Background: an optimization exercise with open tools, aiming at small area and a short achievable clock period. Do not read the settings as production practice. No functional check of the RTL was part of any run shown here. Power is estimated from default activity; no workload was simulated.

==> design/flow/design.v <==
`default_nettype none
module ecliptic_classification
  (
   input wire         sg,
   input wire [2:0]   kind,
   output logic [9:0] res,
   output logic       ack
   );
  always_comb begin
    ack = |kind;
    res[0] =  sg & (kind == 3'd4);
    res[1] =  sg & (kind == 3'd3);
    res[2] =  sg & (kind == 3'd2);
    res[3] =  sg & (kind == 3'd1);
    res[4] = ~sg & (kind == 3'd1);
    res[5] = ~sg & (kind == 3'd2);
    res[6] = ~sg & (kind == 3'd3);
    res[7] = ~sg & (kind == 3'd4);
    res[8] = (kind == 3'd5);
    res[9] = (kind == 3'd6);
  end
endmodule
`default_nettype wire
`default_nettype none
module ecliptic_increment
  (
   input wire [31:0]   a,
   input wire          cin,
   output logic [31:0] y
   );
  logic [31:0] p;
  always_comb begin
    p = a;
    for (int d = 1; d < 32; d = d * 2)
      for (int i = 2 * d - 1; i < 32; i = i + 2 * d) p[i] = p[i] & p[i-d];
    for (int d = 8; d >= 1; d = d / 2)
      for (int i = 3 * d - 1; i < 32; i = i + 2 * d) p[i] = p[i] & p[i-d];
    y[0] = a[0] ^ cin;
    for (int i = 1; i < 32; i++) y[i] = a[i] ^ (cin & p[i-1]);
  end
endmodule
module ecliptic_converter_to_float
  (
   input wire          sg,
   input wire [7:0]    ex,
   input wire [22:0]   man,
   input wire          c,
   input wire          g,
   input wire          st,
   input wire [1:0]    rm,
   output logic [31:0] res,
   output logic        inexact
   );
  logic        ru, cin;
  logic [30:0] p;
  always_comb begin
    case (rm)
      2'b00: ru = g & (st | man[0]);
      2'b01: ru = 1'b0;
      2'b10: ru = sg & (g | st);
      default: ru = ~sg & (g | st);
    endcase
    inexact = g | st;
    cin = c | ru;
    p = {ex, man};
    for (int d = 1; d < 31; d = d * 2)
      for (int i = 2 * d - 1; i < 31; i = i + 2 * d) p[i] = p[i] & p[i-d];
    for (int d = 8; d >= 1; d = d / 2)
      for (int i = 3 * d - 1; i < 31; i = i + 2 * d) p[i] = p[i] & p[i-d];
    res[31] = sg;
    res[0] = man[0] ^ cin;
    for (int i = 1; i < 31; i++) res[i] = (i < 23 ? man[i] : ex[i-23]) ^ (cin & p[i-1]);
  end
endmodule
`default_nettype wire
`default_nettype none
module ecliptic_top
  (
   input wire          clk,
   input wire          nrst,
   input wire [31:0]   src1,
   input wire [31:0]   src2,
   input wire          bop_req,
   input wire [1:0]    bop_op,
   output logic [31:0] bop_res,
   output logic        bop_ack,
   input wire          cls_req,
   output logic [9:0]  cls_res,
   output logic        cls_ack,
   input wire          cmp_req,
   input wire [2:0]    cmp_op,
   output logic [31:0] cmp_res,
   output logic        cmp_invalid,
   output logic        cmp_ack,
   input wire          cvtw_req,
   input wire [1:0]    cvtw_rm,
   input wire          cvtw_unsigned,
   output logic [31:0] cvtw_res,
   output logic        cvtw_invalid,
   output logic        cvtw_inexact,
   output logic        cvtw_ack,
   input wire          cvts_req,
   input wire [1:0]    cvts_rm,
   input wire          cvts_unsigned,
   output logic [31:0] cvts_res,
   output logic        cvts_inexact,
   output logic        cvts_ack
   );
  logic bop_sign;
  always_comb begin
    case (bop_op)
      2'b00: bop_sign = src2[31];
      2'b01: bop_sign = ~src2[31];
      2'b10: bop_sign = src1[31] ^ src2[31];
      default: bop_sign = src1[31];
    endcase
  end
  always_ff @(posedge clk) begin
    if (~nrst | ~bop_req) begin
      bop_res <= '0;
      bop_ack <= '0;
    end else begin
      bop_res <= {bop_sign, src1[30:0]};
      bop_ack <= 1'b1;
    end
  end
  logic [2:0] cls_kind_n, cls_kind;
  logic       cls_sg;
  always_comb begin
    if (~|src1[30:23]) cls_kind_n = (~|src1[22:0]) ? 3'd1 : 3'd2;    
    else if (~&src1[30:23]) cls_kind_n = 3'd3;                        
    else if (~|src1[22:0]) cls_kind_n = 3'd4;                         
    else cls_kind_n = src1[22] ? 3'd6 : 3'd5;                         
  end
  always_ff @(posedge clk) begin
    if (~nrst | ~cls_req) begin
      cls_sg <= '0;
      cls_kind <= '0;
    end else begin
      cls_sg <= src1[31];
      cls_kind <= cls_kind_n;
    end
  end
  ecliptic_classification CLS (.sg(cls_sg), .kind(cls_kind), .res(cls_res), .ack(cls_ack));
  logic cmp_s1, cmp_s2, cmp_ones1, cmp_ones2, cmp_man1, cmp_man2;
  logic cmp_nan1, cmp_nan2, cmp_snan1, cmp_snan2, cmp_any_nan;
  logic cmp_mag_lt, cmp_mag_eq, cmp_both_zero;
  logic cmp_eq, cmp_lt, cmp_src1_first, cmp_pick1;
  logic [31:0] cmp_res_n;
  logic cmp_inv_n;
  logic [31:0] cmp_lt_t [0:5];
  logic [31:0] cmp_gt_t [0:5];
  always_comb begin
    for (int i = 0; i < 32; i++) begin
      if (i < 31) begin
        cmp_lt_t[0][i] = ~src1[i] & src2[i];
        cmp_gt_t[0][i] = src1[i] & ~src2[i];
      end else begin
        cmp_lt_t[0][i] = 1'b0;
        cmp_gt_t[0][i] = 1'b0;
      end
    end
    for (int l = 0; l < 5; l++) begin
      cmp_lt_t[l+1] = '0;
      cmp_gt_t[l+1] = '0;
      for (int i = 0; i < (16 >> l); i++) begin
        cmp_lt_t[l+1][i] = cmp_lt_t[l][2*i+1] | (~cmp_gt_t[l][2*i+1] & cmp_lt_t[l][2*i]);
        cmp_gt_t[l+1][i] = cmp_gt_t[l][2*i+1] | (~cmp_lt_t[l][2*i+1] & cmp_gt_t[l][2*i]);
      end
    end
    cmp_mag_lt = cmp_lt_t[5][0];
    cmp_mag_eq = ~cmp_lt_t[5][0] & ~cmp_gt_t[5][0];
    cmp_s1 = src1[31];
    cmp_s2 = src2[31];
    cmp_ones1 = &src1[30:23];
    cmp_ones2 = &src2[30:23];
    cmp_man1 = |src1[22:0];
    cmp_man2 = |src2[22:0];
    cmp_nan1 = cmp_ones1 & cmp_man1;
    cmp_nan2 = cmp_ones2 & cmp_man2;
    cmp_snan1 = cmp_ones1 & ~src1[22] & cmp_man1;
    cmp_snan2 = cmp_ones2 & ~src2[22] & cmp_man2;
    cmp_any_nan = cmp_nan1 | cmp_nan2;
    cmp_both_zero = ~|{src1[30:0], src2[30:0]};
    cmp_eq = ~cmp_any_nan & (cmp_both_zero | (cmp_mag_eq & (cmp_s1 == cmp_s2)));
    if (cmp_s1 != cmp_s2) cmp_lt = cmp_s1 & ~cmp_both_zero;
    else cmp_lt = cmp_s1 ? ~cmp_mag_lt & ~cmp_mag_eq : cmp_mag_lt;
    cmp_lt = cmp_lt & ~cmp_any_nan;
    cmp_src1_first = (cmp_s1 != cmp_s2) ? cmp_s1 : (cmp_s1 ^ cmp_mag_lt);
    cmp_pick1 = cmp_nan2 | (~cmp_nan1 & (cmp_src1_first ^ cmp_op[0]));
    cmp_res_n = '0;
    cmp_inv_n = 1'b0;
    case (cmp_op)
      3'b000: begin cmp_res_n[0] = cmp_lt | cmp_eq; cmp_inv_n = cmp_any_nan; end
      3'b001: begin cmp_res_n[0] = cmp_lt; cmp_inv_n = cmp_any_nan; end
      3'b010: begin cmp_res_n[0] = cmp_eq; cmp_inv_n = cmp_snan1 | cmp_snan2; end
      3'b100, 3'b101: begin
        cmp_res_n = (cmp_nan1 & cmp_nan2) ? 32'h7fc00000 : (cmp_pick1 ? src1 : src2);
        cmp_inv_n = cmp_snan1 | cmp_snan2;
      end
      default: ;
    endcase
  end
  always_ff @(posedge clk) begin
    if (~nrst | ~cmp_req) begin
      cmp_res <= '0;
      cmp_ack <= '0;
      cmp_invalid <= '0;
    end else begin
      cmp_res <= cmp_res_n;
      cmp_ack <= 1'b1;
      cmp_invalid <= cmp_inv_n;
    end
  end
  logic        w_s;
  logic [7:0]  w_e;
  logic [22:0] w_m;
  logic        w_ge127, w_e126, w_e158, w_ge159, w_nan, w_man_zero;
  logic        w_e127;
  logic [23:0] w_mg;
  logic [55:0] w_f;
  logic [21:0] w_smask;
  logic [31:0] w_ip;
  logic        w_guard, w_sticky, w_round_up;
  logic        w_inv_pre, w_force_zero, w_neg, w_inc;
  logic        w_satpos;
  logic [31:0] w_sat, w_q_n;
  logic        w_act_n, w_invalid_n, w_inexact_n;
  always_comb begin
    w_s = src1[31];
    w_e = src1[30:23];
    w_m = src1[22:0];
    w_man_zero = ~|w_m;
    w_ge127 = w_e[7] | (&w_e[6:0]);
    w_e126 = (w_e == 8'd126);
    w_e158 = (w_e == 8'd158);
    w_ge159 = w_e[7] & ((|w_e[6:5]) | (&w_e[4:0]));
    w_nan = (&w_e) & ~w_man_zero;
    w_e127 = (w_e == 8'd127);
    w_mg = w_ge127 ? {1'b1, w_m} : 24'd0;
    w_f = {31'd0, w_mg, 1'b0} << w_e[4:0];
    w_ip = w_e127 ? 32'd1 : w_f[54:23];
    w_guard = w_e127 ? w_m[22] : (w_f[22] | w_e126);
    w_smask = w_e127 ? 22'h3fffff : (22'h1fffff >> w_e[4:0]);
    w_sticky = (w_ge127 & |(w_m[21:0] & w_smask)) |
               (~w_ge127 & (~w_man_zero | ((|w_e) & ~w_e126)));
    case (cvtw_rm)
      2'b00: w_round_up = w_guard & (w_sticky | w_ip[0]);
      2'b01: w_round_up = 1'b0;
      2'b10: w_round_up = w_s & (w_guard | w_sticky);
      default: w_round_up = ~w_s & (w_guard | w_sticky);
    endcase
    w_inv_pre = w_nan | w_ge159 |
                (w_e158 & (cvtw_unsigned ? w_s : ~(w_s & w_man_zero))) |
                (cvtw_unsigned & w_s & w_ge127);
    w_force_zero = cvtw_unsigned & w_s & ~w_ge127;
    w_invalid_n = w_inv_pre | (w_force_zero & w_round_up);
    w_inexact_n = ~w_invalid_n & (w_guard | w_sticky);
    w_satpos = ~w_s | w_nan;
    w_sat = {cvtw_unsigned ? w_satpos : ~w_satpos, {31{w_satpos}}};
    w_neg = w_s & ~w_inv_pre & ~w_force_zero;
    w_inc = w_round_up & ~w_inv_pre & ~w_force_zero;
    w_q_n = w_inv_pre ? w_sat : (w_ip ^ {32{w_neg}});
    w_act_n = w_neg ^ w_inc;
  end
  logic [31:0] cvtw_q;
  logic        cvtw_act;
  always_ff @(posedge clk) begin
    if (~nrst | ~cvtw_req) begin
      cvtw_ack <= '0;
      cvtw_q <= '0;
      cvtw_act <= '0;
      cvtw_invalid <= '0;
      cvtw_inexact <= '0;
    end else begin
      cvtw_ack <= 1'b1;
      cvtw_q <= w_q_n;
      cvtw_act <= w_act_n;
      cvtw_invalid <= w_invalid_n;
      cvtw_inexact <= w_inexact_n;
    end
  end
  ecliptic_increment CVTW_INC (.a(cvtw_q), .cin(cvtw_act), .y(cvtw_res));
  logic        f_s, f_zero, f_bzero;
  logic [31:0] f_b;
  logic [31:0] f_zv [0:5];
  logic [4:0]  f_zc [0:5][0:31];
  logic [4:0]  f_lz;
  logic [31:0] f_t [0:5];
  logic [6:0]  f_smask;
  logic [7:0]  f_cmask;
  logic        f_guard, f_sticky, f_carry;
  logic [7:0]  f_ze [0:5][0:31];
  logic [7:0]  f_e_n;
  always_comb begin
    f_s = ~cvts_unsigned & src1[31];
    f_zero = ~|src1;
    f_b = src1 ^ {32{f_s}};
    for (int i = 0; i < 32; i++) begin
      f_zv[0][i] = f_b[i];
      f_zc[0][i] = '0;
    end
    for (int l = 0; l < 5; l++) begin
      f_zv[l+1] = '0;
      for (int i = 0; i < 32; i++) f_zc[l+1][i] = '0;
      for (int i = 0; i < (16 >> l); i++) begin
        f_zv[l+1][i] = f_zv[l][2*i+1] | f_zv[l][2*i];
        f_zc[l+1][i] = f_zv[l][2*i+1] ? f_zc[l][2*i+1] : (f_zc[l][2*i] | 5'(1 << l));
      end
    end
    f_lz = f_zc[5][0];
    f_bzero = ~f_zv[5][0];
    f_t[0] = src1;
    for (int l = 0; l < 5; l++) f_t[l+1] = f_lz[4-l] ? (f_t[l] << (16 >> l)) : f_t[l];
    f_smask = 7'h7f >> f_lz;
    f_cmask = 8'hff >> f_lz;
    f_sticky = |(src1[6:0] & f_smask);
    f_guard = ~f_lz[4] & ~f_lz[3] & (f_t[5][7] ^ (f_s & f_sticky));
    f_carry = f_s & ~|(src1[7:0] & f_cmask);
    for (int i = 0; i < 32; i++) f_ze[0][i] = 8'(127 + i);
    for (int l = 0; l < 5; l++) begin
      for (int i = 0; i < 32; i++) f_ze[l+1][i] = '0;
      for (int i = 0; i < (16 >> l); i++)
        f_ze[l+1][i] = f_zv[l][2*i+1] ? f_ze[l][2*i+1] : f_ze[l][2*i];
    end
    f_e_n = f_zero ? 8'd0 : (f_bzero ? 8'd126 : f_ze[5][0]);
  end
  logic [22:0] cvts_man;
  logic [7:0]  cvts_ex;
  logic        cvts_c, cvts_g, cvts_st, cvts_sg;
  logic [1:0]  cvts_mode;
  always_ff @(posedge clk) begin
    if (~nrst | ~cvts_req) begin
      cvts_ack <= '0;
      cvts_man <= '0;
      cvts_ex <= '0;
      cvts_c <= '0;
      cvts_g <= '0;
      cvts_st <= '0;
      cvts_sg <= '0;
      cvts_mode <= '0;
    end else begin
      cvts_ack <= 1'b1;
      cvts_man <= f_t[5][30:8] ^ {23{f_s}};
      cvts_ex <= f_e_n;
      cvts_c <= f_carry;
      cvts_g <= f_guard;
      cvts_st <= f_sticky;
      cvts_sg <= f_s;
      cvts_mode <= cvts_rm;
    end
  end
  ecliptic_converter_to_float CVTS
    (.sg(cvts_sg), .ex(cvts_ex), .man(cvts_man), .c(cvts_c), .g(cvts_g), .st(cvts_st),
     .rm(cvts_mode), .res(cvts_res), .inexact(cvts_inexact));
endmodule
`default_nettype wire
==> design/flow/flow/run.sh <==
#!/bin/bash
# Standard ORFS layout, with plain buf_1 cells as the port buffers
# instead of the default clkdlybuf4s50_1 delay cells.
set -euo pipefail
export BUFFER_PORTS_ARGS="-buffer_cell sky130_fd_sc_hd__buf_1"
bash standard.sh > standard.log 2>&1
==> design/flow/standard.sh <==
#!/bin/bash
# synth_recipe.tcl (not shown) runs the flow's synth.tcl, then flattens the netlist and writes it again
# the make line also repeats each setting of config.mk as NAME=value (left out here)
make -C /OpenROAD-flow-scripts/flow DESIGN_CONFIG=/design/flow/config.mk WORK_HOME=/design/flow/orfs CLKGATE_MAP_FILE= SYNTH_SCRIPT=/design/flow/synth_recipe.tcl "${@:-finish}"
==> design/flow/config.mk <==
export PLATFORM = sky130hd
export DESIGN_NAME = ecliptic_top
export DESIGN_NICKNAME = ecliptic_top
export VERILOG_FILES = /design/flow/design.v
export SDC_FILE = /design/flow/constraint.sdc
export NUM_CORES = 4
export LEC_CHECK = 0
export ABC_AREA = 1
export CAP_MARGIN = 20
export CORE_MARGIN = 2
export CORE_UTILIZATION = 40
export CTS_BUF_LIST = sky130_fd_sc_hd__clkbuf_8
export SETUP_SLACK_MARGIN = 3.75
export SLEW_MARGIN = 20
export SYNTH_HIERARCHICAL = 1
==> design/flow/constraint.sdc <==
create_clock -name core_clock -period 7.5 [get_ports {clk}]
set_input_delay 1.5000 -clock core_clock [delete_from_list [all_inputs] [get_ports {clk}]]
set_output_delay 1.5000 -clock core_clock [all_outputs]
set_load 0.01 [all_outputs]
==> results of run 1 <==
-- per-stage QoR --
stage | worst slack, ns | utilization | instances
2_1_floorplan | 3.852 | - | 2067
3_3_place_gp | 2.086 | 0.4390 | 2606
3_5_place_dp | 1.939 | 0.4390 | 2606
4_1_cts | 3.753 | 0.4803 | 2681
5_1_grt | 3.697 | 0.5071 | 2734
6_report | 3.836 | 0.5071 | 2734
-- per-module statistics from Yosys, one instance, submodules excluded --
module                       cells inside  copies in the design  cell area (um^2)  flops+latches
ecliptic_top                         1760                     1             10240            144
ecliptic_converter_to_float           161                     1             807.0              0
ecliptic_increment                    127                     1             732.0              0
ecliptic_classification                19                     1             80.08              0
-- area by class of cell --
cell class                      count  area (um^2)
Clock buffer                       21        289.0
Clock inverter                     11        175.2
Fill cell                        3132        14490
Inverter                          173        753.2
Multi-Input combinational cell   1653         8249
Sequential cell                   144         2883
Tap cell                          390        488.0
Timing Repair Buffer              338         2046
Timing Repair inverter              4        26.28
-- cells in the mapped netlist (13+ instances only) --
cell type | number | area share
inv_2 | 15 | 0.0047
o211ai_1 | 16 | 0.010
clkbuf_1 | 49 | 0.016
a211oi_1 | 23 | 0.015
buf_2 | 29 | 0.012
nand3_1 | 262 | 0.11
nor2_2 | 13 | 0.0069
dfxtp_1 | 144 | 0.24
buf_1 | 14 | 0.0044
inv_1 | 147 | 0.047
nand4_1 | 26 | 0.014
nor3_1 | 14 | 0.0059
nor2_1 | 270 | 0.085
xor2_1 | 37 | 0.027
nand2_2 | 13 | 0.0069
nand2_1 | 605 | 0.19
a21oi_1 | 129 | 0.054
o21ai_0 | 126 | 0.053
-- worst max-delay path: stages --
cell        delay (ns)
clkbuf_2          0.18
buf_12            0.18
clkinvlp_4        0.12
nand2_1           0.22
o21ai_1           0.17
nand3_4           0.18
inv_12            0.04
buf_4             0.13
o21ai_4           0.29
inv_4             0.10
a21oi_4           0.17
buf_4             0.17
nand2_1           0.06
o21ai_0           0.10
nand2_1           0.11
nand2_1           0.07
nand2_1           0.06
a21oi_1           0.14
nor2_1            0.06
-- path summary, 6_finish.rpt --
kind              cells after the start      endpoint        from
hold / removal                        3  cvts_mode[0]  cvts_rm[0]
setup / recovery                     19   cvts_man[5]    src1[25]
-- power groups by stage --
stage	logic [mW]	registers (mW)	clock network (mW)
3_3_place_gp	0.608	0.841	0
3_5_place_dp	0.609	0.842	0
2_1_floorplan	0.419	0.842	0
6_report	0.725	0.824	0.737
4_1_cts	0.663	0.824	0.744
5_1_grt	0.797	0.829	0.777
-- metal layers --
metal	routed length [um]	up-vias	share of wire
met5	42	-	0.00085
met4	1831	2	0.037
met3	4689	125	0.095
met2	20960	743	0.42
met1	22040	6834	0.44
li1	-	7311	-
-- registers in the layout, indices dropped and copies added, names as in the netlist --
register / cells
bop_res: 32
cmp_res: 32
cvtw_q: 32
cvts_man: 23
cvts_ex: 7
cls_kind: 3
cvts_mode: 2
bop_ack: 1
cls_sg: 1
cmp_ack: 1
cmp_invalid: 1
cvts_ack: 1
cvts_c: 1
cvts_g: 1
cvts_sg: 1
cvts_st: 1
cvtw_ack: 1
cvtw_act: 1
cvtw_inexact: 1
cvtw_invalid: 1
-- what timing repair did --
action | CTS | global route
endpoints found under the setup margin | 100 | 107
endpoints found under the hold margin | 0 | 0
gates cloned | 11 | 7
hold buffers | 0 | 0
gates resized for setup | 99 | 92
pin swaps | 9 | 17
buffers inserted | 32 | 46
-- layout by cell type, fill, tap and decap left out, types with 23 or more instances in the layout --
cell type / netlist / layout
a211oi_1: 23 / 23
a21oi_1: 129 / 122
buf_1: 14 / 212
buf_4: 9 / 81
dfxtp_1: 144 / 144
inv_1: 147 / 133
nand2_1: 605 / 590
nand2_2: 13 / 23
nand3_1: 262 / 260
nand4_1: 26 / 26
nor2_1: 270 / 260
o21ai_0: 126 / 105
xor2_1: 37 / 32
-- cells by family after synthesis --
family | synth area share
AOI/OAI and AO/OA | 0.1598
xor gates and xnor gates | 0.03248
adders and majority gates | 0.002109
buffers and inverters | 0.09660
DFF | 0.2430
muxes | 0.001687
and+or+nand+nor | 0.4644
==> metrics.md, run 1 <==
| Metric | Value |
|---|---|
| Vias/cell | `about 5.5` |
| Clock power frac | `0.322` |
| Vias in the first global route | `roughly 13000` |
| Drt drc | `0` |
| Async SR Flop Fraction | `0` |
| Leak pwr | `6.717 nW` |
| Worst Setup End Kind | `register` |
| Sum Neg Setup Slack | `0 ns` |
| Core ar. | `0.02940 mm^2` |
| Final-report hold violation count | `0` |
| Arrival @ worst endpoint | `4.04 ns` |
| Initial DRC count | `1488` |
| Pwr dens | `153.3 mW/mm^2` |
| Port Buf Inserts | `228` |
| CP required | `about 7.9 ns` |
| Routed length per instance | `18.13 um` |
| Post-route design area | `0.01491 mm^2` |
| CP Class | `in -> reg` |
| Seq pwr share | `0.361` |
| Initial cell density of the core | `0.4035` |
| Clock sinks | `144` |
| Root buf cell | `clkbuf_8` |
| Sw Pwr | `around 840 uW` |
| Final setup fails | `0` |
| Via Count | `15015` |
| Io pins | `229` |
| DRT Pass-1 Iters | `8` |
| Routed Wire Length | `49.56 mm` |
| Worst setup SP type | `input pin` |
| Internal power | `~1.4 mW` |
| Synth unique cells | `57` |
| H-tree depth | `4` |
| Warning count from the yosys run | `16` |
| Die area | `a little over 0.03 mm^2` |
| NumNets Final | `2415` |
| Clock Pin Slew Worst Setup and Hold Paths | `0.08 ns` |
| Total track usage | `0.3064` |
| Row cnt | `63` |
| Area delta synth->final | `25.67%` |
| Post-synth EDFFs | `0` |
| CTS tree | `done` |
| Worst hold slack | `approximately 1.2 ns` |
| Post-synth top flop | `dfxtp_1` |
| Comb pwr share | `0.317` |
| Fraction of layout cells with a size suffix above 1 | `0.1365` |
| Avg Cell Area, Syn | `about 5.7 um^2` |
| Sw frac | `0.3688` |
| Number of synthesized register bits | `144` |
| Met2 Use GR | `0.4678` |
| Seq/Total Area, Yosys | `0.2430` |
| DP HPWL | `roughly 36 mm` |
| Max-capacitance violation count | `0` |
| Met1 Use GR | `0.4285` |
| Max Slew Vio Count | `0` |
| Post-DRT Antenna Nets | `0` |
| GRT overflow | `0` |
| First-pass GRT wire length | `74.33 mm` |
| Status | `timing/DRC/antenna clean` |
| Synth Instances | `2067` |
| Least-Margin Pin Slew | `0.8327 ns` |
| Initial antenna violation count | `1` |
| Placed cell areas | `0.01291 mm^2` |
| Slew headroom | `0.4428` |
| Die H | `176.2 um` |
| VDD IR max | `80.97 uV` |
| Routability congestion estimate | `0.9811` |
| Clock Tree Buf Depth | `2` |
| RSZ-0062 raised after global routing | `yes` |
| Tcrit/Tclk final | `0.4885` |
| Largest net degree at the start of global routing | `42` |
| Gr busiest metal | `met2` |
| Post-synthesis cell area | `0.01186 mm^2` |
| Top fanout value on the critical path | `14` |
| M3 GR Usage | `0.05663` |
| Final Critical Period | `3.664 ns` |
| Fmax | `0.2729 GHz` |
| Post-Syn Nets | `2151` |
| Tot Pwr | `2.286 mW` |
| Chip width | `176.2 um` |
| CTS Buf Count | `17` |
| Worst Hold Class | `in -> reg` |
| N_diodes | `0` |
==> run 2, diff against run 1 <==
--- a/design/flow/config.mk
+++ b/design/flow/config.mk
@@ -11,5 +11,5 @@
 export CORE_UTILIZATION = 40
 export CTS_BUF_LIST = sky130_fd_sc_hd__clkbuf_8
-export SETUP_SLACK_MARGIN = 3.75
+export SETUP_SLACK_MARGIN = 3.6
 export SLEW_MARGIN = 20
 export SYNTH_HIERARCHICAL = 1
==> run 2 against run 1 <==
  * Wire length shrank 2.2%
  * Clock power is essentially flat
  * Synthesized cell count stayed put
  * Utilization shrank 1.8 points
  * Die area did not move
  * Area after synthesis is the same
  * Sequential cell count unchanged
  * Count of clock-buffer cells in the layout stayed put
  * Non-clock buffer count fell by 30
  * Via count shrank 1.7%
  * Largest cell class unchanged
==> metrics.md, run 2 <==
| Metric | Value |
|---|---|
| Max Slew Vio Count | `0 (unchanged)` |
| Post-synth top flop | `dfxtp_1` |
| Top cells by count, synth | `605 x nand2_1, 270 x nor2_1, 262 x nand3_1` |
| Clock Pin Slew Worst Setup and Hold Paths | `0.09 ns (about the same)` |
| CTS Buf Count | `17 (unchanged)` |
| Async SR Flop Fraction | `0 (unchanged)` |
| Synth Instances | `2067 (unchanged)` |
| Worst setup SP type | `input pin` |
| CP Launch Point | `src1[2]` |
| Sw Pwr | `828.0 uW (-1.8%)` |
| DRT Pass-1 Iters | `6 (-2)` |
| Sw frac | `0.3687 (about the same)` |
| Drt drc | `0 (unchanged)` |
| Clock sinks | `144 (unchanged)` |
| Top fanout value on the critical path | `22 (+8)` |
| Die H | `176.2 um (unchanged)` |
| Worst hold slack | `1.203 ns (-0.0005200 ns)` |
| Placed cell areas | `0.01291 mm^2 (unchanged)` |
| NumNets Final | `2383 (-1.3%)` |
| Worst Hold Class | `in -> reg` |
| First-pass GRT wire length | `72.91 mm (-1.9%)` |
| Post-synthesis cell area | `0.01186 mm^2 (unchanged)` |
| Final Critical Period | `3.779 ns (+0.1153 ns)` |
| DP HPWL | `35.50 mm (unchanged)` |
| Share of the synthesized area in the top cell type | `0.2430 (unchanged)` |
| Leak pwr | `6.472 nW (-3.7%)` |
| Most frequent cells in the layout | `596 x nand2_1, 263 x nor2_1, 261 x nand3_1, 216 x buf_1, 144 x dfxtp_1` |
| Least-Margin Pin Slew | `0.8695 ns (+0.03674 ns)` |
| Fraction of layout cells with a size suffix above 1 | `0.1116 (-0.02493)` |
| CP peak stage delay | `0.52 ns (+0.23 ns)` |
| Comb pwr share | `0.306 (-0.011)` |
| Chip width | `176.2 um (unchanged)` |
| Worst Setup End Kind | `register` |
| Initial DRC count | `1499 (+0.74%)` |
| Routed length per instance | `17.94 um (-1.1%)` |
| Area delta synth->final | `21.25%` |
| Routability congestion estimate | `0.9811 (unchanged)` |
| Clock power frac | `0.327 (+0.005)` |
| Biggest regs | `bop_res x32, cmp_res x32, cvtw_q x32` |
| CP Class | `in -> reg` |
| Worst hold start | `cvts_rm[0]` |
| Commonest non-fill, non-tap cell in the layout | `nand2_1` |
| CTS tree | `done` |
| Largest net degree at the start of global routing | `43 (+2.4%)` |
| Max-capacitance violation count | `0 (unchanged)` |
| Warning count from the yosys run | `16 (unchanged)` |
| Root buf cell | `clkbuf_8` |
| Via Count | `14753 (-1.7%)` |
| Post-route design area | `0.01439 mm^2 (-3.5%)` |
| Area leader, netlist | `dfxtp_1` |
| Pwr dens | `156.1 mW/mm^2 (+1.8%)` |
| Seq pwr share | `0.367 (+0.006)` |
| CP required | `7.88 ns (about the same)` |
| Avg Cell Area, Syn | `5.740 um^2 (unchanged)` |
| GRT overflow | `0 (unchanged)` |
| Io pins | `229 (unchanged)` |
| Fmax | `0.2646 GHz (-3.1%)` |
| Total track usage | `0.3013 (-0.005084)` |
| Slowest cell on the critical path | `nand2_1` |
| Synth unique cells | `57 (unchanged)` |
| H-tree depth | `4 (unchanged)` |
| Post-DRT Antenna Nets | `0 (unchanged)` |
| Port Buf Inserts | `228 (unchanged)` |
| Initial cell density of the core | `0.4035 (unchanged)` |
| Sum Neg Setup Slack | `0 ns (unchanged)` |
| Initial antenna violation count | `1 (unchanged)` |
| Clock Tree Buf Depth | `2 (unchanged)` |
| Hold-fix buffers at CTS | `0 (unchanged)` |
| Vias/cell | `5.460 (-0.58%)` |
| Most frequent cell after synthesis | `nand2_1` |
| Critical Path, Cell by Cell | `buf_1 -> clkinv_2 -> nand4_1 -> nor3_1 -> nand4_1 -> nor2_4 -> inv_1 -> nand2_2 -> nor2_1 -> nor2_1 -> nand2_1 -> a211oi_1` |
| Status | `timing/DRC/antenna clean` |
| Tcrit/Tclk final | `0.5039 (+0.01537)` |
| Number of synthesized register bits | `144 (unchanged)` |
| VDD IR max | `77.41 uV (-4.4%)` |
| Die area | `0.03105 mm^2 (unchanged)` |
| Routed Wire Length | `48.47 mm (-2.2%)` |
| Hold Crit Depth | `3 (unchanged)` |
| Core ar. | `0.02940 mm^2 (unchanged)` |
| Internal power | `1.418 mW (-1.8%)` |
| Final setup fails | `0 (unchanged)` |
| N_diodes | `0 (unchanged)` |
| Row cnt | `63 (unchanged)` |
| Slew headroom | `0.4182 (-0.02458)` |
| Post-Syn Nets | `2151 (unchanged)` |
| Post-synth EDFFs | `0 (unchanged)` |
| Top cells by area, synth | `dfxtp_1 24%, nand2_1 19%, nand3_1 11%` |
| Arrival @ worst endpoint | `4.16 ns (+0.12 ns)` |
| Final-report hold violation count | `0 (unchanged)` |
| Seq/Total Area, Yosys | `0.2430 (unchanged)` |
| RSZ-0062 raised after global routing | `yes` |
| Vias in the first global route | `13071 (-0.80%)` |
| Final Util | `0.4893 (-0.01783)` |
==> run 2: metal layers <==
metal	wire length, um	GRT usage	vias to the layer above
li1	-	-	7249
met1	21690	0.4123	6674
met2	20620	0.4572	711
met3	4405	0.06934	117
met4	1718	0.1202	2
met5	33	0	-
==> run 2: power by group through the flow <==
stage | sequential [mW] | clock [mW] | combinational (mW)
after global routing | 0.829 | 0.777 | 0.757
final | 0.824 | 0.735 | 0.687
after detailed placement | 0.842 | 0 | 0.609
after floorplan | 0.842 | 0 | 0.419
after global placement | 0.841 | 0 | 0.608
after CTS | 0.824 | 0.744 | 0.640
==> run 2: through the flow <==
stage	total power [mW]	setup WS [ns]	std cells
5_1_grt	2.363	3.590	2702
3_3_place_gp	1.450	2.086	2606
6_report	2.246	3.721	2702
4_1_cts	2.208	3.581	2664
3_5_place_dp	1.450	1.939	2606
2_1_floorplan	1.261	3.852	2067
==> run 2: per-module statistics from Yosys (local to each module, per instance) <==
| module | flip-flops and latches | cells inside |
|---|---|---|
| ecliptic_top | 144 | 1760 |
| ecliptic_converter_to_float | 0 | 161 |
| ecliptic_increment | 0 | 127 |
| ecliptic_classification | 0 | 19 |
==> run 2: timing repair <==
item,4_1_cts,5_1_grt
pin swaps,6,7
buffers inserted,19,32
setup endpoints to repair,99,93
gates resized for setup,63,71
gates cloned,7,6
==> run 2: final cells by class <==
| cell class | instances | area (um^2) |
|---|---|---|
| multi-input combinational | 1651 | 8128 |
| clock buffer | 21 | 289.0 |
| inverter | 173 | 734.5 |
| timing repair buffer | 308 | 1665 |
| timing repair inverter | 4 | 22.52 |
| fill | 3155 | 15020 |
| tap | 390 | 488.0 |
| clock inverter | 11 | 175.2 |
| sequential | 144 | 2883 |
==> run 2: cells by family (layout without fill, tap and decap cells) <==
logic type | Yosys count | in the layout | synth area share
AO/OA/AOI/OAI | 339 | 340 | 0.1598
multiplexers | 2 | 2 | 0.001687
flip-flops | 144 | 144 | 0.2430
AND/OR/NAND/NOR | 1258 | 1263 | 0.4644
XOR/XNOR | 44 | 44 | 0.03248
buffers and inverters | 278 | 517 | 0.09660
adder cells (fa/ha/maj) | 2 | 2 | 0.002109
==> run 2: path summary, 6_finish.rpt <==
kind                       end  slack, ns
setup / recovery   cmp_res[31]       3.72
hold / removal    cvts_mode[0]       1.20
==> run 2: critical path: cells and delay by family <==
family / cells / cell delay, ns
compound gates: 1 / 0.44
simple gates: 8 / 1.65
buf+inv: 3 / 0.57
==> run 3, diff against run 2 <==
--- a/design/flow/design.v
+++ b/design/flow/design.v
@@ -219,9 +219,11 @@
   logic        w_e127;
   logic [23:0] w_mg;
+  logic [87:0] w_y;
   logic [55:0] w_f;
+  logic [31:0] w_ipx;
+  logic        w_ip0;
   logic [21:0] w_smask;
-  logic [31:0] w_ip;
   logic        w_guard, w_sticky, w_round_up;
-  logic        w_inv_pre, w_force_zero, w_neg, w_inc;
+  logic        w_inv_pre, w_force_zero, w_inc;
   logic        w_satpos;
   logic [31:0] w_sat, w_q_n;
@@ -239,12 +241,14 @@
     w_e127 = (w_e == 8'd127);
     w_mg = w_ge127 ? {1'b1, w_m} : 24'd0;
-    w_f = {31'd0, w_mg, 1'b0} << w_e[4:0];
-    w_ip = w_e127 ? 32'd1 : w_f[54:23];
-    w_guard = w_e127 ? w_m[22] : (w_f[22] | w_e126);
+    w_y = {{31{w_s}}, w_mg ^ {24{w_s}}, w_s, {32{w_s}}} << w_e[4:0];
+    w_f = w_y[87:32];
+    w_ipx = w_e127 ? {{31{w_s}}, ~w_s} : w_f[54:23];
+    w_ip0 = w_ipx[0] ^ w_s;
+    w_guard = w_e127 ? w_m[22] : ((w_f[22] ^ w_s) | w_e126);
     w_smask = w_e127 ? 22'h3fffff : (22'h1fffff >> w_e[4:0]);
     w_sticky = (w_ge127 & |(w_m[21:0] & w_smask)) |
                (~w_ge127 & (~w_man_zero | ((|w_e) & ~w_e126)));
     case (cvtw_rm)
-      2'b00: w_round_up = w_guard & (w_sticky | w_ip[0]);
+      2'b00: w_round_up = w_guard & (w_sticky | w_ip0);
       2'b01: w_round_up = 1'b0;
       2'b10: w_round_up = w_s & (w_guard | w_sticky);
@@ -259,8 +263,7 @@
     w_satpos = ~w_s | w_nan;
     w_sat = {cvtw_unsigned ? w_satpos : ~w_satpos, {31{w_satpos}}};
-    w_neg = w_s & ~w_inv_pre & ~w_force_zero;
-    w_inc = w_round_up & ~w_inv_pre & ~w_force_zero;
-    w_q_n = w_inv_pre ? w_sat : (w_ip ^ {32{w_neg}});
-    w_act_n = w_neg ^ w_inc;
+    w_inc = w_round_up & ~w_force_zero;
+    w_q_n = w_inv_pre ? w_sat : w_ipx;
+    w_act_n = ~w_inv_pre & (w_s ^ w_inc);
   end
   logic [31:0] cvtw_q;
==> run 3 against run 2 <==
  * Still clean on timing, DRC and antenna
  * Fmax fell by 0.98%
  * Clock power barely moved
  * Global-route usage fell by 1.1 points
  * Via count fell by 1.6%
  * Sequential power rose by 0.8%
  * Critical path type unchanged
  * Highest routed layer is now met4
==> metrics.md, run 3 <==
| Metric | Value |
|---|---|
| Synth unique cells | `54 (-5.3%)` |
| CTS Buf Count | `17 (unchanged)` |
| Clock sinks | `144 (unchanged)` |
| CP Launch Point | `src1[15]` |
| Post-synthesis cell area | `0.01177 mm^2 (-0.82%)` |
| Commonest non-fill, non-tap cell in the layout | `nand2_1` |
| Critical path endpoint | `cvts_ex[1]` |
| Worst Hold Class | `in -> reg` |
| Share of the synthesized area in the top cell type | `0.2450 (+0.002015)` |
| CTS tree | `done` |
| Root buf cell | `clkbuf_8` |
| Top cells by area, synth | `dfxtp_1 25%, nand2_1 16%, nand3_1 12%` |
| Critical Path, Cell by Cell | `clkbuf_2 -> inv_2 -> nand2_1 -> nor4_1 -> nand4_1 -> nor2_1 -> nand2_1 -> o21ai_0 -> a31oi_1` |
| Chip width | `175.5 um (-0.40%)` |
| H-tree depth | `4 (unchanged)` |
| Gr busiest metal | `met2` |
| CP Class | `in -> reg` |
| Sw Pwr | `850.9 uW (+2.8%)` |
| Mux cell area share after synthesis | `0.002552 (+0.0008647)` |
| Worst Setup End Kind | `register` |
| Area delta synth->final | `21.21% (about the same)` |
| Top fanout value on the critical path | `8 (-64%)` |
| DP HPWL | `33.47 mm (-5.7%)` |
| Die area | `0.03080 mm^2 (-0.80%)` |
| Post-synthesis adder-cell area fraction | `0.002127 (+0.00001749)` |
| Crit-path most repeated cell | `nand2_1` |
| Fmax | `0.2620 GHz (-0.98%)` |
| Slew headroom | `0.2647 (-0.1535)` |
| VDD IR max | `133.9 uV (+73%)` |
| Post-synthesis compound-gate area fraction | `0.1833 (+0.02355)` |
| Seq pwr share | `0.362 (-0.005)` |
| Post-synth EDFFs | `0 (unchanged)` |
| Synth Instances | `2012 (-2.7%)` |
| Met1 Use GR | `0.3938 (-0.01852)` |
| GRT overflow | `0 (unchanged)` |
| Internal power | `1.442 mW (+1.7%)` |
| Clock power frac | `0.321 (-0.006)` |
| Post-synthesis simple-gate area fraction | `0.4412 (-0.02316)` |
| Core ar. | `0.02886 mm^2 (-1.9%)` |
| Drt drc | `0 (unchanged)` |
| CP required | `7.79 ns (-0.09 ns)` |
| Post-Syn Nets | `2096 (-2.6%)` |
| Hold-fix buffers at CTS | `0 (unchanged)` |
| Routed Wire Length | `46.81 mm (-3.4%)` |
| Vias/cell | `5.497 (+0.67%)` |
| Least-Margin Pin Slew | `1.091 ns (+0.2220 ns)` |
| Die H | `175.5 um (-0.40%)` |
| Routed length per instance | `17.72 um (-1.2%)` |
| RSZ-0062 raised after global routing | `no` |
| M3 GR Usage | `0.08377 (+0.01443)` |
| Most frequent cell after synthesis | `nand2_1` |
| Initial cell density of the core | `0.4077 (+0.004228)` |
| Most frequent cells in the layout | `503 x nand2_1, 265 x nand3_1, 255 x nor2_1, 213 x buf_1, 144 x dfxtp_1` |
| Warning count from the yosys run | `16 (unchanged)` |
| Status | `timing/DRC/antenna clean` |
| Final-report hold violation count | `0 (unchanged)` |
| Port Buf Inserts | `228 (unchanged)` |
| DRT Pass-1 Iters | `6 (unchanged)` |
| Number of synthesized register bits | `144 (unchanged)` |
| Seq/Total Area, Yosys | `0.2450 (+0.002015)` |
| Non-Filler Instances | `2642 (-2.2%)` |
| CP peak stage delay | `0.89 ns (+0.37 ns)` |
| Comb pwr share | `0.317 (+0.011)` |
| Initial DRC count | `1427 (-4.8%)` |
| Routability congestion estimate | `0.9636 (-1.8%)` |
| Arrival @ worst endpoint | `4.11 ns (-0.05 ns)` |
| Avg Cell Area, Syn | `5.848 um^2 (+1.9%)` |
| NumNets Final | `2327 (-2.3%)` |
| Initial antenna violation count | `3 (+2)` |
| Post-DRT Antenna Nets | `0 (unchanged)` |
| Max Slew Vio Count | `0 (unchanged)` |
| Largest net degree at the start of global routing | `40 (-7.0%)` |
| Final setup fails | `0 (unchanged)` |
| Row cnt | `62 (-1.6%)` |
| Post-synth top flop | `dfxtp_1` |
| Post-Synth XOR/XNOR Area | `0.02531 (-0.007174)` |
| Pwr dens | `160.8 mW/mm^2 (+3.0%)` |
| Sw frac | `0.3711 (+0.002361)` |
| Final Critical Period | `3.816 ns (+0.03731 ns)` |
| Io pins | `229 (unchanged)` |
| Total track usage | `0.2901 (-0.01117)` |
| Clock Tree Buf Depth | `2 (unchanged)` |
| Vias in the first global route | `13026 (-0.34%)` |
| Max-capacitance violation count | `0 (unchanged)` |
| Worst setup SP type | `input pin` |
| Top cells by count, synth | `513 x nand2_1, 272 x nand3_1, 260 x nor2_1` |
| Leak pwr | `6.366 nW (-1.6%)` |
| Slowest cell on the critical path | `o21ai_0` |
| First-pass GRT wire length | `70.68 mm (-3.1%)` |
| Async SR Flop Fraction | `0 (unchanged)` |
| Clock Pin Slew Worst Setup and Hold Paths | `0.09 ns (about the same)` |
| Met2 Use GR | `0.4316 (-0.02560)` |
| Tcrit/Tclk final | `0.5088 (+0.004975)` |
| # placed instances | `2539 (-2.6%)` |
| Via Count | `14522 (-1.6%)` |
| Sum Neg Setup Slack | `0 ns (unchanged)` |
| Biggest regs | `bop_res x32, cmp_res x32, cvtw_q x32` |
| Main combinational cell family by area after synthesis | `simple AND/OR/NAND/NOR gates` |
| Area leader, netlist | `dfxtp_1` |
| Fraction of layout cells with a size suffix above 1 | `0.1188 (+0.007203)` |
run 3: cell count changes after synthesis, sizes merged, moves of 6 or more:
cell	change
a31oi	+17
nand4	-14
buf	+6
clkbuf	-8
nor2	-7
nand3	+10
nor3	+8
xor2	-10
a21oi	-36
inv	+12
nand2	-94
o21ai	+34
or2	+7
run 3: modules after synthesis (local to each module, per instance):
module / cells inside / copies in the design
ecliptic_increment: 127 / 1
ecliptic_converter_to_float: 161 / 1
ecliptic_top: 1705 / 1
ecliptic_classification: 19 / 1
run 3: how the worst min path moves through the flow:
stage	depth (start not counted)	endpoint	start
2_1_floorplan	2	cvts_mode[0]	cvts_rm[0]
4_1_cts	3	cvts_mode[0]	cvts_rm[0]
3_5_place_dp	3	cvts_mode[0]	cvts_rm[0]
5_1_grt	3	cvts_mode[0]	cvts_rm[0]
6_report	3	cvts_mode[0]	cvts_rm[0]
3_3_place_gp	3	cvts_mode[0]	cvts_rm[0]
run 3: kinds of logic after synthesis:
group | count (synthesis)
AND/OR/NAND/NOR | 1168
AO/OA/AOI/OAI | 376
buffers and inverters | 285
flip-flops | 144
XOR/XNOR | 34
multiplexers | 3
adder cells (fa/ha/maj) | 2
run 3: final cells by class:
class                      instances  area [um^2]
antenna                            2        5.005
clock buffer                      18        247.7
clock inverter                    14        212.7
fill                            3153        14600
inverter                         182        755.7
multi-input combinational       1593         8056
sequential                       144         2883
tap                              384        480.5
timing repair buffer             302         1604
timing repair inverter             3        17.52
run 3: layer usage:
layer  vias to the layer above  share of wire
met5                         -              0
met4                         0          0.037
met3                       135           0.11
met2                       773           0.42
met1                      6463           0.44
li1                       7151              -
run 3: worst max-delay path, delay by kind of cell:
kind | cells | cell delay [ns]
AND/OR/NAND/NOR | 5 | 1.02
AO/OA/AOI/OAI | 2 | 1.15
buffers and inverters | 2 | 0.43
run 3: through the flow:
step                      area, um^2  worst slack [ns]  hold slack (ns)    util  total power [mW]
final                          14260             3.684            1.223  0.4942             2.293
after global routing           14260             3.568            1.216  0.4941             2.413
after CTS                      13600             3.627            1.204  0.4713             2.243
after detailed placement       12740             2.040            1.735  0.4416             1.484
after global placement         12740             2.088            1.731  0.4416             1.482
after floorplan                11770             3.910            1.612       -             1.295
run 3: power groups by stage:
stage | Clock (mW) | Sequential, mW | Combinational [mW]
after floorplan | 0 | 0.847 | 0.448
after global placement | 0 | 0.848 | 0.634
after detailed placement | 0 | 0.848 | 0.636
after CTS | 0.748 | 0.830 | 0.665
after global routing | 0.778 | 0.835 | 0.799
final | 0.735 | 0.831 | 0.727
run 3: what timing repair did:
action                                  in CTS  in global routing
pin swaps                                    8                 11
buffers inserted                            16                 37
endpoints found under the setup margin     125                108
gates resized for setup                     61                 81
hold endpoints to repair                     0                  0
gates cloned                                 9                  7
==> run 4, diff against run 3 <==
--- a/design/flow/config.mk
+++ b/design/flow/config.mk
@@ -9,5 +9,5 @@
 export CAP_MARGIN = 20
 export CORE_MARGIN = 2
-export CORE_UTILIZATION = 40
+export CORE_UTILIZATION = 60
 export CTS_BUF_LIST = sky130_fd_sc_hd__clkbuf_8
 export SETUP_SLACK_MARGIN = 3.6
==> run 4 against run 3 <==
  * Clock power fell by 18%
  * Worst setup slack got worse by 0.056 ns
  * Combinational power rose by 2%
  * Cell count fell by 4.2%
  * Hold slack improved by 0.035 ns
  * Global-route usage rose by 10 points
  * Sequential cell count did not move
  * Synthesized cell count did not move
==> metrics.md, run 4 <==
| Metric | Value |
|---|---|
| Commonest non-fill, non-tap cell in the layout | `nand2_1` |
| Vias in the first global route | `12712 (-2.4%)` |
| Post-DRT Antenna Nets | `0 (unchanged)` |
| Worst hold start | `cvts_rm[0]` |
| Buf/Inv on CP | `4 (+2)` |
| Share of the synthesized area in the top cell type | `0.2450 (unchanged)` |
| Final Critical Period | `3.872 ns (+0.05592 ns)` |
| Area delta synth->final | `20.67%` |
| Row cnt | `51 (-18%)` |
| Vias/cell | `6.027 (+9.7%)` |
| Leak pwr | `6.407 nW (+0.64%)` |
| Seq/Total Area, Yosys | `0.2450 (unchanged)` |
| H-tree depth | `4 (unchanged)` |
| Total track usage | `0.3922 (+0.1021)` |
| Most frequent cells in the layout | `504 x nand2_1, 263 x nand3_1, 253 x nor2_1, 207 x buf_1, 144 x dfxtp_1` |
| Max Slew Vio Count | `0 (unchanged)` |
| Fraction of layout cells with a size suffix above 1 | `0.1263 (+0.007475)` |
| Die H | `144.0 um (-18%)` |
| Clock Tree Buf Depth | `2 (unchanged)` |
| Routed length per instance | `17.42 um (-1.7%)` |
| Final-report hold violation count | `0 (unchanged)` |
| Post-synth EDFFs | `0 (unchanged)` |
| Slowest cell on the critical path | `nor2_4` |
| Final setup fails | `0 (unchanged)` |
| Post-synthesis cell area | `0.01177 mm^2 (unchanged)` |
| Most frequent cell after synthesis | `nand2_1` |
| Top cells by area, synth | `dfxtp_1 25%, nand2_1 16%, nand3_1 12%` |
| Area leader, netlist | `dfxtp_1` |
| Final Util | `0.7344 (+0.2401)` |
| Async SR Flop Fraction | `0 (unchanged)` |
| NumNets Final | `2337 (+0.43%)` |
| Worst Setup End Kind | `register` |
| Warning count from the yosys run | `16 (unchanged)` |
| Drt drc | `0 (unchanged)` |
| DRT Pass-1 Iters | `8 (+2)` |
| Pwr dens | `152.8 mW/mm^2 (-4.9%)` |
| Root buf cell | `clkbuf_8` |
| Delay-heaviest family, CP | `simple AND/OR/NAND/NOR gates` |
| Max-capacitance violation count | `0 (unchanged)` |
| Worst Hold Class | `in -> reg` |
| Biggest regs | `bop_res x32, cmp_res x32, cvtw_q x32` |
| Post-Syn Nets | `2096 (unchanged)` |
| Least-Margin Pin Slew | `0.8195 ns (-0.2720 ns)` |
| Post-synth top flop | `dfxtp_1` |
| Routability congestion estimate | `1.060 (+10%)` |
| Hold endpoint | `cvts_mode[0]` |
| VDD IR max | `115.9 uV (-13%)` |
| RSZ-0062 raised after global routing | `yes` |
| CP Class | `in -> reg` |
| Sum Neg Setup Slack | `0 ns (unchanged)` |
| Setup slack after layout | `3.628 ns (-0.05592 ns)` |
| Initial DRC count | `2232 (+56%)` |
| Worst setup SP type | `input pin` |
| Status | `timing/DRC/antenna clean` |
| Synth Instances | `2012 (unchanged)` |
| Port Buf Inserts | `228 (unchanged)` |
| Avg Cell Area, Syn | `5.848 um^2 (unchanged)` |
| First-pass GRT wire length | `63.96 mm (-9.5%)` |
| Critical Path, Cell by Cell | `buf_4 -> inv_8 -> nor2_4 -> buf_12 -> nor2_1 -> a21oi_2 -> nand2_1 -> nor2_4 -> nand2_8 -> nor2_8 -> buf_4 -> nand2_1 -> o21ai_1 -> or2_1 -> nand3_1 -> nand3_1 -> nand3_1 -> nand3_1 -> nand2_1 -> nor2_1` |
| Clock Pin Slew Worst Setup and Hold Paths | `0.09 ns (about the same)` |
| CP peak stage delay | `0.23 ns (-0.66 ns)` |
| Top fanout value on the critical path | `17 (+9)` |
| Largest net degree at the start of global routing | `36 (-10%)` |
| Synth unique cells | `54 (unchanged)` |
| DP HPWL | `30.30 mm (-9.5%)` |
| CTS tree | `done` |
| Slew headroom | `0.4503 (+0.1856)` |
| Initial antenna violation count | `0 (-3)` |
| Crit-path most repeated cell | `nand3_1` |
| Clock sinks | `144 (unchanged)` |
| Die area | `0.02075 mm^2 (-33%)` |
| Io pins | `229 (unchanged)` |
| Hold-fix buffers at CTS | `0 (unchanged)` |
| Hold Crit Depth | `3 (unchanged)` |
| Tcrit/Tclk final | `0.5163 (+0.007456)` |
| N_diodes | `0 (-2)` |
| Number of synthesized register bits | `144 (unchanged)` |
| Routed Wire Length | `44.08 mm (-5.8%)` |
| Initial cell density of the core | `0.6086 (+0.2008)` |
| Top cells by count, synth | `513 x nand2_1, 272 x nand3_1, 260 x nor2_1` |
| Arrival @ worst endpoint | `4.29 ns (+0.18 ns)` |
| Fmax | `0.2582 GHz (-1.4%)` |
| Core ar. | `0.01933 mm^2 (-33%)` |
| Chip width | `144.0 um (-18%)` |
| Worst hold slack | `1.259 ns (+0.03525 ns)` |
| CP required | `7.92 ns (+0.13 ns)` |
| Pre-CTS setup slack | `1.917 ns (-0.1236 ns)` |
| CTS Buf Count | `17 (unchanged)` |
| Via Count | `15249 (+5.0%)` |
| Tot Pwr | `2.170 mW (-5.4%)` |
| GRT overflow | `0 (unchanged)` |
-- run 4: worst max path at each step --
stage	slack, ns	startpoint	end	cells after the start
after floorplan	3.91	src1[25]	cvtw_invalid	22
after global placement	2.03	src1[31]	cvts_man[0]	21
after detailed placement	1.92	src1[31]	cvts_man[0]	21
after CTS	3.61	src1[31]	cvts_man[1]	21
after global routing	3.45	src1[27]	cvts_g	24
final	3.63	src1[31]	cvts_man[20]	20
-- run 4: power by group --
group,internal (mW),switching (mW),leakage (nW),total (mW)
registers,0.804,0.0247,1.18,0.828
clock network,0.268,0.331,0.177,0.600
logic,0.242,0.500,5.05,0.742
-- run 4: cells by family after synthesis --
logic type	synth area share
AO/OA/AOI/OAI	0.1833
XOR/XNOR	0.02531
adder cells (fa/ha/maj)	0.002126
buffers and inverters	0.1005
flip-flops	0.2450
multiplexers	0.002552
AND/OR/NAND/NOR	0.4412
-- run 4: per-stage QoR --
stage,std cells,cell area [um^2]
2_1_floorplan,2012,11770
5_1_grt,2530,14200
3_5_place_dp,2416,12560
4_1_cts,2468,13350
6_report,2530,14200
3_3_place_gp,2416,12560
-- run 4: area by class of cell --
class | instances | area [um^2]
Timing Repair Buffer | 307 | 1725
Inverter | 182 | 755.7
Fill cell | 1714 | 5136
Timing Repair inverter | 3 | 15.01
Tap cell | 265 | 331.6
Sequential cell | 144 | 2883
Clock buffer | 18 | 247.7
Clock inverter | 13 | 115.1
Multi-Input combinational cell | 1598 | 8125
-- run 4: what timing repair did --
| action | CTS | global route |
|---|---|---|
| endpoints found under the setup margin | 117 | 95 |
| endpoints found under the hold margin | 0 | 0 |
| resized for setup | 55 | 86 |
| gates cloned | 9 | 13 |
| pin swaps | 8 | 13 |
| buffers inserted | 12 | 49 |
-- run 4: layer usage --
layer / share of wire / track usage / up-vias
li1: - / - / 7185
met4: 0.057 / 0.1925 / 0
met3: 0.13 / 0.09106 / 232
met2: 0.43 / 0.6085 / 1165
met1: 0.39 / 0.5133 / 6667
met5: 0 / 0 / -
-- run 4: per-module statistics from Yosys (local to each module, per instance) --
module,copies in the design,flip-flops and latches
ecliptic_converter_to_float,1,0
ecliptic_increment,1,0
ecliptic_top,1,144
ecliptic_classification,1,0
==> run 5, diff against run 4 <==
--- a/design/flow/config.mk
+++ b/design/flow/config.mk
@@ -7,9 +7,9 @@
 export LEC_CHECK = 0
 export ABC_AREA = 1
-export CAP_MARGIN = 20
+export CAP_MARGIN = 5
 export CORE_MARGIN = 2
-export CORE_UTILIZATION = 60
+export CORE_UTILIZATION = 40
 export CTS_BUF_LIST = sky130_fd_sc_hd__clkbuf_8
 export SETUP_SLACK_MARGIN = 3.6
-export SLEW_MARGIN = 20
+export SLEW_MARGIN = 5
 export SYNTH_HIERARCHICAL = 1
==> run 5 against run 4 <==
  * Via count fell by 4.8%
  * Critical path depth shrank 11
  * Sequential power hardly changed
  * Die area is 48% higher
  * Still clean
  * Cell count increased by 4.4%
  * Hold slack worse by 0.035 ns
  * Highest routed layer unchanged
  * Utilization is 24 points lower
  * Largest cell class unchanged
==> metrics.md, run 5 <==
| Metric | Value |
|---|---|
| Status | `timing/DRC/antenna clean` |
| DP HPWL | `33.47 mm (+10%)` |
| Most frequent cell after synthesis | `nand2_1` |
| Total track usage | `0.2901 (-0.1021)` |
| Area leader, netlist | `dfxtp_1` |
| Hold Crit Depth | `3 (unchanged)` |
| CTS tree | `done` |
| Top cells by area, synth | `dfxtp_1 25%, nand2_1 16%, nand3_1 12%` |
| Delay-heaviest family, CP | `compound AO/OA/AOI/OAI gates` |
| H-tree depth | `4 (unchanged)` |
| Routed length per instance | `17.72 um (+1.7%)` |
| Die H | `175.5 um (+22%)` |
| NumNets Final | `2327 (-0.43%)` |
| Share of the synthesized area in the top cell type | `0.2450 (unchanged)` |
| CTS Buf Count | `17 (unchanged)` |
| Routability congestion estimate | `0.9636 (-9.1%)` |
| Tot Pwr | `2.293 mW (+5.7%)` |
| Post-DRT Antenna Nets | `0 (unchanged)` |
| Largest net degree at the start of global routing | `40 (+11%)` |
| Synth unique cells | `54 (unchanged)` |
| Leak pwr | `6.366 nW (-0.63%)` |
| Met1 Use GR | `0.3938 (-0.1196)` |
| Worst Hold Class | `in -> reg` |
| Gr busiest metal | `met2` |
| Most frequent cells in the layout | `503 x nand2_1, 265 x nand3_1, 255 x nor2_1, 213 x buf_1, 144 x dfxtp_1` |
| M3 GR Usage | `0.08377 (-0.007293)` |
| Initial DRC count | `1427 (-36%)` |
| Vias in the first global route | `13026 (+2.5%)` |
| Final Critical Period | `3.816 ns (-0.05592 ns)` |
| Max-capacitance violation count | `0 (unchanged)` |
| Hold-fix buffers at CTS | `0 (unchanged)` |
| Clock sinks | `144 (unchanged)` |
| Row cnt | `62 (+22%)` |
| Worst hold slack | `1.223 ns (-0.03525 ns)` |
| Chip width | `175.5 um (+22%)` |
| Io pins | `229 (unchanged)` |
| Slew headroom | `0.2647 (-0.1856)` |
| Fmax | `0.2620 GHz (+1.5%)` |
| Pwr dens | `160.8 mW/mm^2 (+5.2%)` |
| Post-synthesis cell area | `0.01177 mm^2 (unchanged)` |
| Seq/Total Area, Yosys | `0.2450 (unchanged)` |
| # placed instances | `2539 (+5.1%)` |
| Clock Pin Slew Worst Setup and Hold Paths | `0.09 ns (about the same)` |
| Clock Tree Buf Depth | `2 (unchanged)` |
| Synth Instances | `2012 (unchanged)` |
| Final setup fails | `0 (unchanged)` |
| Routed Wire Length | `46.81 mm (+6.2%)` |
| Commonest non-fill, non-tap cell in the layout | `nand2_1` |
| Slowest cell on the critical path | `o21ai_0` |
| Final Util | `0.4942 (-0.2401)` |
| Top fanout value on the critical path | `8 (-9)` |
| Arrival @ worst endpoint | `4.11 ns (-0.18 ns)` |
| Vias/cell | `5.497 (-8.8%)` |
| Initial antenna violation count | `3 (+3)` |
| Number of synthesized register bits | `144 (unchanged)` |
| Crit-path most repeated cell | `nand2_1` |
| Post-synth EDFFs | `0 (unchanged)` |
| Warning count from the yosys run | `16 (unchanged)` |
| Critical Path, Cell by Cell | `clkbuf_2 -> inv_2 -> nand2_1 -> nor4_1 -> nand4_1 -> nor2_1 -> nand2_1 -> o21ai_0 -> a31oi_1` |
| Top cells by count, synth | `513 x nand2_1, 272 x nand3_1, 260 x nor2_1` |
| Worst Setup End Kind | `register` |
| CP peak stage delay | `0.89 ns (+0.66 ns)` |
| Drt drc | `0 (unchanged)` |
| Final-report hold violation count | `0 (unchanged)` |
| Via Count | `14522 (-4.8%)` |
| RSZ-0062 raised after global routing | `no` |
| Root buf cell | `clkbuf_8` |
| Fraction of layout cells with a size suffix above 1 | `0.1188 (-0.007475)` |
| Post-Syn Nets | `2096 (unchanged)` |
| Tcrit/Tclk final | `0.5088 (-0.007456)` |
| Core ar. | `0.02886 mm^2 (+49%)` |
| Buf/Inv on CP | `2 (-2)` |
| Worst hold start | `cvts_rm[0]` |
| Max Slew Vio Count | `0 (unchanged)` |
| Hold endpoint | `cvts_mode[0]` |
| CP Class | `in -> reg` |
| Port Buf Inserts | `228 (unchanged)` |
| Non-Filler Instances | `2642 (+4.4%)` |
| GRT overflow | `0 (unchanged)` |
| Area delta synth->final | `21.21%` |
| Post-synth top flop | `dfxtp_1` |
| Die area | `0.03080 mm^2 (+48%)` |
| Met2 Use GR | `0.4316 (-0.1769)` |
| CP required | `7.79 ns (-0.13 ns)` |
| DRT Pass-1 Iters | `6 (-2)` |
| Async SR Flop Fraction | `0 (unchanged)` |
| Worst setup SP type | `input pin` |
| VDD IR max | `133.9 uV (+16%)` |
| First-pass GRT wire length | `70.68 mm (+11%)` |
| Filler Cells Inserted | `3153 (+84%)` |
| Least-Margin Pin Slew | `1.091 ns (+0.2720 ns)` |
| Avg Cell Area, Syn | `5.848 um^2 (unchanged)` |
| Initial cell density of the core | `0.4077 (-0.2008)` |
| Biggest regs | `bop_res x32, cmp_res x32, cvtw_q x32` |
| Sum Neg Setup Slack | `0 ns (unchanged)` |
-- run 5: cell counts after synthesis --
No cell type changed its count.
-- run 5: layout make-up --
cell class / count / area (um^2) / area share
Antenna cell: 2 / 5.005 / 0.0003509
Clock buffer: 18 / 247.7 / 0.01737
Clock inverter: 14 / 212.7 / 0.01491
Inverter: 182 / 755.7 / 0.05299
Multi-Input combinational cell: 1593 / 8056 / 0.5649
Sequential cell: 144 / 2883 / 0.2021
Tap cell: 384 / 480.5 / 0.03369
Timing Repair Buffer: 302 / 1604 / 0.1125
Timing Repair inverter: 3 / 17.52 / 0.001228
-- run 5: kinds of logic (layout without fill, tap and decap cells) --
| group | count (synthesis) | after routing | share of synthesized area |
|---|---|---|---|
| AO/OA/AOI/OAI | 376 | 376 | 0.1833 |
| XOR/XNOR | 34 | 34 | 0.02531 |
| flip-flops | 144 | 144 | 0.2450 |
| other | 0 | 2 | 0 |
| adder cells (fa/ha/maj) | 2 | 2 | 0.002126 |
| multiplexers | 3 | 3 | 0.002552 |
| buffers and inverters | 285 | 519 | 0.1005 |
| AND/OR/NAND/NOR | 1168 | 1178 | 0.4412 |
-- run 5: per-layer routing --
| layer | vias to the layer above | part of all wire |
|---|---|---|
| li1 | 7151 | - |
| met1 | 6463 | 0.44 |
| met2 | 773 | 0.42 |
| met3 | 135 | 0.11 |
| met4 | 0 | 0.037 |
| met5 | - | 0 |
-- run 5: through the flow --
stage | cell area, um^2 | setup slack, ns
2_1_floorplan | 11770 | 3.910
3_5_place_dp | 12740 | 2.040
4_1_cts | 13600 | 3.627
3_3_place_gp | 12740 | 2.088
5_1_grt | 14260 | 3.568
6_report | 14260 | 3.684
-- run 5: worst max-delay path by stage --
stage / startpoint / to / depth (start not counted)
4_1_cts: src1[27] / cmp_res[26] / 18
5_1_grt: src1[11] / cvts_man[9] / 19
3_3_place_gp: src1[26] / cvts_man[0] / 19
2_1_floorplan: src1[25] / cvtw_invalid / 22
3_5_place_dp: src1[26] / cvts_man[0] / 19
6_report: src1[15] / cvts_ex[1] / 9
-- run 5: timing repair --
action,4_1_cts,5_1_grt
resized for setup,61,81
pin swaps,8,11
setup endpoints to repair,125,108
gates cloned,9,7
setup buffers,16,37
-- run 5: report_power, final --
part	total [mW]	leakage [nW]	internal, mW	switching, mW
clock	0.735	0.232	0.404	0.331
combinational	0.727	4.95	0.234	0.493
sequential	0.831	1.18	0.804	0.0272
total	2.29	6.37	1.44	0.851
-- run 5: modules after synthesis (local to each module, per instance) --
module	copies in the design	flip-flops and latches	area, um^2	cells inside
ecliptic_converter_to_float	1	0	807.0	161
ecliptic_increment	1	0	732.0	127
ecliptic_classification	1	0	80.08	19
ecliptic_top	1	144	10150	1705

## static timing again, ports no longer ideal
How much do the figures lean on ideal ports? The routed layouts below were timed once more, with nothing changed but the port constraints. Step 1 assumes that a clkbuf_16 drives the clock port and a buf_2 every other input. Step 2 times the ports against the registers' clock, not the clock port: input delays grow and output delays shrink by t, the midpoint of the rising clock arrivals with the driver on. Three values: no drivers, after step 1, after step 2; two values: the first two.
| run | t (ns) | setup WS [ns] | worst hold slack (ns) | worst setup path at the end | clock arrival spread, ns |
|---|---|---|---|---|---|
| run 1 | 0.524 | 3.836 / 3.857 / 3.333 | 1.203 / 1.179 / 1.703 | input to register | 0.018 / 0.018 |
| run 2 | 0.526 | 3.721 / 3.734 / 3.208 | 1.203 / 1.179 / 1.705 | input to register | 0.019 / 0.019 |
| run 3 | 0.534 | 3.684 / 3.715 / 3.181 | 1.223 / 1.193 / 1.727 | input to register | 0.016 / 0.015 |
| run 4 | 0.524 | 3.628 / 3.623 / 3.099 | 1.259 / 1.233 / 1.757 | input to register | 0.018 / 0.017 |
| run 5 | 0.534 | 3.684 / 3.715 / 3.181 | 1.223 / 1.193 / 1.727 | input to register | 0.016 / 0.015 |
After both steps every run listed still meets setup and hold. The setup slack of run 4, which loses most, moves by -0.005 ns with the drivers and by -0.529 ns with both steps.
